Source: an optimization exercise on an open RTL-to-GDS flow (aim: small area). Production flows keep margins and buffers that such runs may drop.
The RTL was checked by simulation tests, not by an equivalence proof against the original design.

==> flow/design.v, too long to show whole: its modules and the start of the top module <==
// module FIR: 6048 lines
// module fa_c: 4 lines
// module maj_c: 3 lines
// module ha_c: 4 lines
// module ha1_c: 4 lines
module FIR (input wire clk, input wire rst, input wire data_i_en, input wire [24:0] data_i,
  output wire data_o_en, output wire [24:0] data_o);
  // ...
==> flow/run.sh <==
#!/bin/bash
# synth_recipe.tcl (not shown) runs the flow's synth.tcl, then flattens the netlist and writes it again
# the make line also repeats each setting of config.mk as NAME=value (left out here)
make -C /OpenROAD-flow-scripts/flow DESIGN_CONFIG=/design/flow/config.mk WORK_HOME=/design/flow/orfs CLKGATE_MAP_FILE= SYNTH_SCRIPT=/design/flow/synth_recipe.tcl finish
==> flow/config.mk <==
export PLATFORM = sky130hd
export DESIGN_NAME = FIR
export DESIGN_NICKNAME = FIR
export VERILOG_FILES = /design/flow/design.v
export SDC_FILE = /design/flow/constraint.sdc
export NUM_CORES = 4
export LEC_CHECK = 0
export CAP_MARGIN = 20
export CORE_MARGIN = 2
export CORE_UTILIZATION = 65
export CTS_BUF_LIST = sky130_fd_sc_hd__clkbuf_4 sky130_fd_sc_hd__clkbuf_8
export GPL_TIMING_DRIVEN = 0
export SLEW_MARGIN = 20
export SYNTH_HIERARCHICAL = 1
export SYNTH_MINIMUM_KEEP_SIZE = 0
==> flow/constraint.sdc <==
create_clock -name core_clock -period 8.0 [get_ports {clk}]
set_input_delay 1.6000 -clock core_clock [delete_from_list [all_inputs] [get_ports {clk}]]
set_output_delay 1.6000 -clock core_clock [all_outputs]
set_load 0.01 [all_outputs]
==> notes.md, run 1 <==
run status timing/DRC/antenna clean; CTS root buf clkbuf_8; DRC Markers 0; M3 GR Usage roughly 7.6%; initial antenna violation count 2; Layout fillers 6267; Yosys cell types 34; Ports 54; n_diodes 2; clock buffer count 233; worst path required time 8.59 ns; chip height 328 um; Top Registers d1 x25, d2 x25, d3 x20; Nets 5333; pre-CTS WS -0.700 ns; Synth Area in XOR/XNOR 0.680%; total gr overflow 0; post-synthesis sequential area ratio 50.3%; Longest Clk Path Bufs 3; Final Max Tran Viols 0; hold-fix buffers at CTS 0; largest area contributor in the netlist edfxtp_1; Max Cap Viol 0; post-synthesis compound-gate area fraction less than 1%; tap cells 1380; Final HPWL DP 117 mm; FF-to-FF setup slack 0.18 ns; final period utilization 97.7%; first-pass GRT wire length roughly 230 mm; worst reg-to-reg path cell count 16; CP max stage cell fa_1; chip width 328 um; CTS Sinks 1146; Hold Path Sink d2[24]$_DFFE_PP_; Final Util 72.1%; synthesized flop and latch total roughly 1100; vias in the first global route 35900; post-CTS sizing 6; Top class by area flip-flops and latches; syn_nets a little over 5000; Post-synth EDFFs 1140
==> run 2, diff against run 1 <==
--- a/flow/config.mk
+++ b/flow/config.mk
@@ -8,7 +8,9 @@
 export CAP_MARGIN = 20
 export CORE_MARGIN = 2
 export CORE_UTILIZATION = 65
-export CTS_BUF_LIST = sky130_fd_sc_hd__clkbuf_4 sky130_fd_sc_hd__clkbuf_8
+export CTS_BUF_LIST = sky130_fd_sc_hd__clkbuf_8 sky130_fd_sc_hd__clkbuf_16
+export CTS_CLUSTER_DIAMETER = 80
+export CTS_CLUSTER_SIZE = 20
 export GPL_TIMING_DRIVEN = 0
 export SLEW_MARGIN = 20
 export SYNTH_HIERARCHICAL = 1
==> run 2 against run 1 <==
Net effect: die area unchanged; non-clock buffer count did not move; sequential share of layout area grew 1.0 points; highest routed layer unchanged; critical path depth shrank 3.
==> notes.md, run 2 <==
ANT nets after route 0 (unchanged); commonest non-fill, non-tap cell in the layout fa_1 (unchanged); post-synthesis compound-gate area fraction 0.0990% (unchanged); FF-to-FF setup slack 0.18 ns (about the same); Final HPWL DP 117 mm (unchanged); commonest cells in the synthesized netlist fa_1 (1244), edfxtp_1 (1140), inv_1 (381) (unchanged); Layout Cells excl Fill 5008 (was 5249); main combinational cell family by area after synthesis adder cells (unchanged); slew at the pin closest to its max-slew limit 1.14 ns (about the same); post-synth top area share 50.2% (unchanged); post-synthesis sequential area ratio 50.3% (unchanged); Max Cap Viol 0 (unchanged); Rel. slew slack 24.1% (was 24.3%); Syn Area/Cell 19.8 um^2 (unchanged); routed vias 30300 (was 31400); run status timing/DRC/antenna clean (unchanged); clk_skew 0.0344 ns (was 0.0440 ns); Worst-Skew Late Latency 0.68 ns (was 0.89 ns); CTS Sinks 1146 (unchanged); Post-Syn Area 0.0683 mm^2 (unchanged); crit start category flop (unchanged); min cycle time layout 7.82 ns (about the same); clk slew on worst S/H paths 0.09 ns (was 0.06 ns); Synth Area in XOR/XNOR 0.680% (unchanged); cts bufs inserted 71 (was 187); DRT Pass-1 Iters 8 (was 5); Crit Path Category flop to flop (unchanged); worst path required time 8.42 ns (was 8.59 ns); Ports 54 (unchanged); first-pass GRT wire length 224 mm (was 230 mm); CP Cell Sequence fa_1 -> fa_1 -> fa_1 -> fa_1 -> fa_1 -> fa_1 -> fa_1 -> fa_1 -> fa_1 -> fa_1 -> fa_1 -> fa_1 -> fa_1 (was buf_4 -> buf_8 -> fa_2 -> fa_2 -> fa_2 -> fa_2 -> fa_1 -> fa_1 -> fa_1 -> fa_1 -> fa_1 -> fa_1 -> fa_1 -> fa_1 -> fa_1 -> fa_1); Detailed Route Iter0 Violations 2999 (was 3281); Longest Clk Path Bufs 3 (unchanged); row count 118 (unchanged); hold-fix buffers at CTS 0 (unchanged); Ys Warns 7 (unchanged); final period utilization 97.8% (was 97.7%); die area 0.108 mm^2 (unchanged); crit path max fanout 10 (was 8); WL/cell 29.9 um (was 28.9 um); Setup-failing EPs final 0 (unchanged); chip height 328 um (unchanged); synth top area cells edfxtp_1 (50%), fa_1 (36%), ha_1 (6.2%) (unchanged); I/O Buffers 53 (unchanged); Worst path max stage delay 1.34 ns (was 1.04 ns); Placer Congestion 0.947 (unchanged); Final Util 70.6% (was 72.1%); total gr overflow 0 (unchanged); Nets 5217 (was 5333); mux cell area share after synthesis 0% (unchanged); core area 0.104 mm^2 (unchanged); largest area contributor in the netlist edfxtp_1 (unchanged); Worst path most repeated cell fa_1 (unchanged); f_max 128 MHz (about the same); placed insts 4902 (unchanged); initial antenna violation count 1 (was 2); All-Layer GR Usage 29.7% (was 30.3%); synthesized flop and latch total 1146 (unchanged); crit end category flop (unchanged); chip width 328 um (unchanged); gate count of the mapped netlist 3447 (unchanged); syn_nets 5057 (unchanged); top_reg_cell synth edfxtp_1 (unchanged); adder-cell share of the synthesized area 46.2% (unchanged); CTS root buf clkbuf_16 (was clkbuf_8); H-tree depth 3 (was 4); layout cells sized above 1 10.3% (was 14.7%); vias in the first global route 34600 (was 35900); final hold violation count 0 (unchanged); Async SR Flop Fraction 0% (unchanged); Top Registers d1 x25, d2 x25, d3 x20 (unchanged); Yosys cell types 34 (unchanged); RSZ-0062 raised after global routing false (unchanged); commonest non-fill, non-tap cells in the layout fa_1 (1235), edfxtp_1 (1140), inv_1 (383) (was fa_1 (1235), edfxtp_1 (1140), inv_1 (381)); CP max stage cell fa_1 (unchanged); critical path arrival 8.24 ns (was 8.41 ns); Area growth syn-to-layout 7.29% (was 9.70%); Post-Route WL 150 mm (was 152 mm); Final Max Tran Viols 0 (unchanged); Post-synth EDFFs 1140 (unchanged); top-count cell post-synth fa_1 (unchanged); Hold Path Class flop to flop (unchanged); Starting Density 65.8% (unchanged); CTS tree yes (unchanged); simple-gate area share of the yosys netlist 0.350% (unchanged); DRC Markers 0 (unchanged); routed vias/inst 6.04 (was 5.98); largest net degree at the start of global routing 149 (unchanged)
==> run 2: cell counts after synthesis <==
No cell type changed its count.
==> run 2: cells by family (layout without fill, tap and decap cells) <==
group	after synthesis	count (layout)
flops	1146	1146
xor+xnor	53	53
compound gates	9	9
other cells	0	2
fa+ha+maj	1793	1793
simple gates	39	39
buf+inv	407	586
==> run 2: cell type report <==
type | count | area, um^2
multi-input combinational | 1894 | 32300
inverter | 381 | 1430
buffer | 26 | 193
fill | 6403 | 30600
antenna | 2 | 5.00
tap | 1380 | 1730
sequential | 1146 | 34400
clock buffer | 74 | 1850
clock inverter | 18 | 233
timing repair buffer | 87 | 1140
==> run 2: critical path: cells and delay by family (launching register included) <==
family     cells  cell delay [ns]
fa+ha+maj     13             6.76
flops          1             0.82
==> run 2: worst paths after layout <==
path              cells past startpoint                endpoint                  from
setup reg to reg                     13  r_s25b10_368$_DFFE_PP_      d3[16]$_DFFE_PP_
setup / recovery                     13  r_s25b10_368$_DFFE_PP_      d3[16]$_DFFE_PP_
hold reg to reg                       0   r_s0b5_1002$_DFFE_PP_  r_s1b5_976$_DFFE_PP_
hold / removal                        0   r_s0b5_1002$_DFFE_PP_  r_s1b5_976$_DFFE_PP_
==> run 2: per-layer routing <==
metal | vias up | routed length [um] | track usage [%]
met1 | 16800 | 62300 | 44.4
met4 | 0 | 4130 | 8.01
met2 | 1227 | 68800 | 43.6
met3 | 202 | 14500 | 9.26
met5 | - | 0 | 0
li1 | 12100 | - | -
==> run 2: metrics by stage <==
| step | area [um^2] | setup TNS [ns] | worst slack (ns) | hold WS, ns |
|---|---|---|---|---|
| final | 73200 | 0 | 0.179 | 0.421 |
| after global routing | 73200 | 0 | 0.0217 | 0.427 |
| after CTS | 73200 | 0 | 0.0583 | 0.423 |
| after detailed placement | 71000 | -8.62 | -0.700 | 0.405 |
| after global placement | 70500 | - | -32.51 | 0.401 |
| after floorplan | 68300 | 0 | 0.548 | 0.400 |
==> run 2: repair_timing <==
| item | CTS | global route |
|---|---|---|
| endpoints found under the setup margin | 31 | 10 |
| setup buffers | 5 | 6 |
| gates resized for setup | 6 | 3 |
| pin swaps | 0 | 1 |
==> run 2: modules after synthesis, one instance, submodules excluded <==
module  cell area, um^2  times used
FIR               36100           1
fa_c               20.0        1244
ha1_c              27.5          46
ha_c               12.5         291
maj_c              11.3         211

[static timing again, ports no longer ideal]
How much do the figures lean on ideal ports? The routed layouts below were timed once more, with nothing changed but the port constraints.
Step 1 sets driving cells, clkbuf_16 on the clock port and buf_2 on the other inputs (assumed; they add their load-dependent delay and slew).
Step 2 adds t to the input delays and takes it off the output delays; t is the mean of the earliest and latest rising clock arrival at the registers after step 1. Input paths then give back, and output paths get back, about the clock's delay inside the block.
a / b / c = ideal ports / drivers / drivers and shift; a / b = the first two.
| run | shift t [ns] | slack for setup (ns) | hold WS [ns] | latest minus earliest clock arrival (ns) |
|---|---|---|---|---|
| run 1 | 0.930 | 0.180 / 0.180 / 0.180 | 0.407 / 0.407 / 0.407 | 0.050 / 0.050 |
| run 2 | 0.732 | 0.179 / 0.179 / 0.179 | 0.421 / 0.421 / 0.421 | 0.035 / 0.035 |
After both steps every run listed still meets setup and hold.
